From an optimization exercise on the open Yosys and OpenROAD flow, aimed at small area; shortcuts taken in it are not production practice.
Power figures rest on the tool's default switching activity, not on a simulated workload.

job 2619:
==> flow/design.v <==
module debounce_fsm
    # (
        parameter DEBOUNCE_COUNTER_WIDTH    = 24
    )
    (
        input   logic i_clock,
        input   logic i_reset,
        input   logic [DEBOUNCE_COUNTER_WIDTH-1 : 0] i_debounce_counter,
        input   logic i_bouncing_signal,
        output  logic o_debounced_signal
    );
    localparam W = DEBOUNCE_COUNTER_WIDTH;
    logic meta;
    logic stable;
    logic level;
    logic waiting;
    logic [W-1 : 0] count_n;
    logic [W : 0]   carry;
    logic [W-1 : 0] count_n_inc;
    localparam H = W / 2;
    always_comb begin
        carry[0] = 1'b1;
        for (int i = 0; i < W; i++) begin
            count_n_inc[i] = count_n[i] ^ carry[i];
            if (i == H - 1)
                carry[i+1] = &count_n[H-1 : 0];
            else
                carry[i+1] = count_n[i] & carry[i];
        end
    end
    always_ff @(posedge i_clock) begin
        meta    <= i_bouncing_signal;
        stable  <= meta | i_reset;
        level   <= stable & ~i_reset;
        count_n <= waiting ? count_n_inc : ~i_debounce_counter;
        if (i_reset) begin
            waiting            <= 1'b0;
            o_debounced_signal <= 1'b0;
        end else if (waiting) begin
            waiting            <= ~carry[W];
        end else begin
            waiting            <= stable ^ level;
            o_debounced_signal <= level;
        end
    end
endmodule
module zed_debouncer
    # (
        parameter SWITCH_COUNT              = 8,
        parameter BUTTON_COUNT              = 5,
        parameter DEBOUNCE_COUNTER_WIDTH    = 24
    )
    (
        input   logic i_clock,
        input   logic i_reset,
        input   logic [DEBOUNCE_COUNTER_WIDTH-1 : 0] i_switch_debounce_counter,
        input   logic [DEBOUNCE_COUNTER_WIDTH-1 : 0] i_button_debounce_counter,
        input   logic i_sw0,
        input   logic i_sw1,
        input   logic i_sw2,
        input   logic i_sw3,
        input   logic i_sw4,
        input   logic i_sw5,
        input   logic i_sw6,
        input   logic i_sw7,
        input   logic i_btnu,
        input   logic i_btnd,
        input   logic i_btnl,
        input   logic i_btnr,
        input   logic i_btnc,
        output  logic o_sw0,
        output  logic o_sw1,
        output  logic o_sw2,
        output  logic o_sw3,
        output  logic o_sw4,
        output  logic o_sw5,
        output  logic o_sw6,
        output  logic o_sw7,
        output  logic o_btnu,
        output  logic o_btnd,
        output  logic o_btnl,
        output  logic o_btnr,
        output  logic o_btnc
    );
    logic [SWITCH_COUNT-1 : 0] bouncing_switch_array;
    logic [SWITCH_COUNT-1 : 0] debounced_switch_array;
    logic [BUTTON_COUNT-1 : 0] bouncing_button_array;
    logic [BUTTON_COUNT-1 : 0] debounced_button_array;
    assign bouncing_switch_array    = {i_sw7, i_sw6, i_sw5, i_sw4, i_sw3, i_sw2, i_sw1, i_sw0};
    assign {o_sw7, o_sw6, o_sw5, o_sw4, o_sw3, o_sw2, o_sw1, o_sw0} = debounced_switch_array;
    assign bouncing_button_array    = {i_btnu, i_btnd, i_btnl, i_btnr, i_btnc};
    assign {o_btnu, o_btnd, o_btnl, o_btnr, o_btnc} = debounced_button_array;
    genvar i;
    generate
        for (i = 0; i < SWITCH_COUNT; i++) begin : switch_debounce_fsm_gen
            debounce_fsm 
            # (
                .DEBOUNCE_COUNTER_WIDTH (DEBOUNCE_COUNTER_WIDTH)
            )
            switch_debounce_fsm_inst (
                .i_clock            (i_clock),
                .i_reset            (i_reset),
                .i_debounce_counter (i_switch_debounce_counter),
                .i_bouncing_signal  (bouncing_switch_array[i]),
                .o_debounced_signal (debounced_switch_array[i])
            );
        end 
    endgenerate
    genvar j;
    generate
        for (j = 0; j < BUTTON_COUNT; j++) begin : button_debounce_fsm_gen
            debounce_fsm 
            # (
                .DEBOUNCE_COUNTER_WIDTH (DEBOUNCE_COUNTER_WIDTH)
            )
            button_debounce_fsm_inst (
                .i_clock            (i_clock),
                .i_reset            (i_reset),
                .i_debounce_counter (i_button_debounce_counter),
                .i_bouncing_signal  (bouncing_button_array[j]),
                .o_debounced_signal (debounced_button_array[j])
            );
        end 
    endgenerate
endmodule
Settings: LEC_CHECK=0, CAP_MARGIN=20, CORE_MARGIN=2, CORE_UTILIZATION=65, PLACE_DENSITY=0.75, SLEW_MARGIN=20, SYNTH_HIERARCHICAL=1, BUFFER_PORTS_ARGS=-buffer_cell sky130_fd_sc_hd__buf_1, CTS_ARGS=-sink_clustering_enable -repair_clock_nets -sink_clustering_size 24 -sink_clustering_max_diameter 80 -buf_list {sky130_fd_sc_hd__clkbuf_8 sky130_fd_sc_hd__clkbuf_16} -dont_use_dummy_load; clock period 5.0 ns.
standard.sh (not shown) runs the stock make flow with config.mk's settings and CLKGATE_MAP_FILE= SYNTH_SCRIPT=/design/flow/synth_recipe.tcl, a recipe that flattens the netlist after the stock synthesis.
==> flow/flow/run.sh <==
#!/bin/bash
# Layout flow: the standard ORFS flow with smaller port buffers and a
# clock tree built without dummy loads. Each tool's output goes to its own
# log file in the work folder.
set -euo pipefail
cat >> config.mk <<'EOC'
export BUFFER_PORTS_ARGS = -buffer_cell sky130_fd_sc_hd__buf_1
export CTS_ARGS = -sink_clustering_enable -repair_clock_nets -sink_clustering_size 24 -sink_clustering_max_diameter 80 -buf_list {sky130_fd_sc_hd__clkbuf_8 sky130_fd_sc_hd__clkbuf_16} -dont_use_dummy_load
EOC
bash standard.sh synth > synth.log 2>&1
bash standard.sh floorplan > floorplan.log 2>&1
bash standard.sh place > place.log 2>&1
bash standard.sh cts > cts.log 2>&1
bash standard.sh route > route.log 2>&1
bash standard.sh finish > finish.log 2>&1
Changes in job 2687 relative to job 2619:
- CTS_ARGS no longer set, was -sink_clustering_enable -repair_clock_nets -sink_clustering_size 24 -sink_clustering_max_diameter 80 -buf_list {sky130_fd_sc_hd__clkbuf_8 sky130_fd_sc_hd__clkbuf_16} -dont_use_dummy_load
- PLACE_DENSITY no longer set, was 0.75
- CORE_UTILIZATION now 40, was 65
- SYNTH_HIERARCHICAL no longer set, was 1
- BUFFER_PORTS_ARGS no longer set, was -buffer_cell sky130_fd_sc_hd__buf_1
==> flow/run.sh (new file) <==
#!/bin/bash
# synth_recipe.tcl (not shown) runs the flow's synth.tcl, then flattens the netlist and writes it again
# the make line also repeats each setting of config.mk as NAME=value (left out here)
make -C /OpenROAD-flow-scripts/flow DESIGN_CONFIG=/design/flow/config.mk WORK_HOME=/design/flow/orfs CLKGATE_MAP_FILE= SYNTH_SCRIPT=/design/flow/synth_recipe.tcl finish
removed: flow/flow/run.sh
removed: flow/standard.sh
==> results.txt <==
Data arrival time of the critical path sits higher in job 2687 than in job 2619.
Delta (job 2687 minus job 2619): routing usage on met1 went down; global-route wire length before repair went up; iteration-0 DRC count of the detailed router went down; setup slack went down; clock group power went up.
#### Input delta (job 7289 over job 2687)
- a change of CORE_UTILIZATION from 40 to 65
- an added CTS_BUF_LIST of sky130_fd_sc_hd__clkbuf_8 sky130_fd_sc_hd__clkbuf_16
- an added PLACE_DENSITY of 0.75
- an added SYNTH_HIERARCHICAL of 1
- an added CTS_CLUSTER_SIZE of 24
- an added CTS_CLUSTER_DIAMETER of 80
==> comparison <==
- Diff job 2687 -> job 7289: clock tree cell share of total cell area shows a reduction of 4.7 points; clock transition time at the flip-flop clock pins of the worst setup and hold paths saw an increase; worst hold slack increased 0.0098 ns.
- In job 7289 the relative contribution of the clock network to total power turned out 14 points lower than in job 2687.
- [compare] base=job 2687 new=job 7289: reported clock group power dropped about 50%, layout clock buffer count went down 40.
- Measured against job 7289, the total length of routed wires of job 2687 comes out at 1.11 times the reference value.
- The run showing the greater sequential group share of total power is job 7289.
- Layout overhead on the synthesized area: job 7289 < job 2687
- Via count in job 7289 is 166 lower than in job 2687
- Summary — ratio of routed vias to standard cells, job 7289 relative to job 2687: higher, by about 11%.
The following lists how job 2661 was set up differently from job 7289:
- CORE_UTILIZATION: 65 -> 40
- CTS_CLUSTER_SIZE: 24 -> 20
- PLACE_DENSITY: 0.75 -> unset
- CTS_CLUSTER_DIAMETER: 80 -> 60
### Flow results
Job 2661: flow completed, timing, DRC and antenna clean
Sequential share of power: job 2661 < job 7289
Sort job 7289 and job 2661 by final period utilization, ascending, and job 2661 comes first.
Job 2661 reports a higher detailed-routed wire length on met3 than job 7289 does.
Job 7289 -> job 2661: placement-stage cell area increased slightly
Job 2661 does worse than job 7289 on cell area.
Looking at core utilization, job 2661 sits 24 points lower than job 7289 does.
The final worst-path setup slack of job 2661 exceeds that of job 7289 by 0.029 ns.
No functional check of the RTL was part of any run of this note.

-- re-timing with driven ports --
The flow's constraints put no driver on any port. The routed layouts listed below were extracted and timed again, unchanged, in two steps. Step 1 assumes that a clkbuf_16 drives the clock port and a buf_2 every other input. Step 2 adds t to the input delays and takes it off the output delays; t is the mean of the earliest and latest rising clock arrival at the registers after step 1. Input paths then give back, and output paths get back, about the clock's delay inside the block. Three values: ideal, step 1, step 2; two values: the first two.
| run | shift t [ns] | slack for setup (ns) | latest minus earliest clock arrival (ns) | slew at the worst register clock pin (ns) | pins driven straight from the clock port |
|---|---|---|---|---|---|
| job 2619 | 0.548 | 1.746 / 1.746 / 1.746 | 0.022 / 0.023 | 0.09 / 0.09 | 1 |
| job 2687 | 0.595 | 1.576 / 1.577 / 1.577 | 0.030 / 0.029 | 0.06 / 0.06 | 1 |
| job 7289 | 0.567 | 1.767 / 1.767 / 1.767 | 0.016 / 0.016 | 0.09 / 0.09 | 1 |
| job 2661 | 0.617 | 1.796 / 1.796 / 1.796 | 0.024 / 0.024 | 0.08 / 0.08 | 1 |
After both steps setup and hold are still met in every run listed.
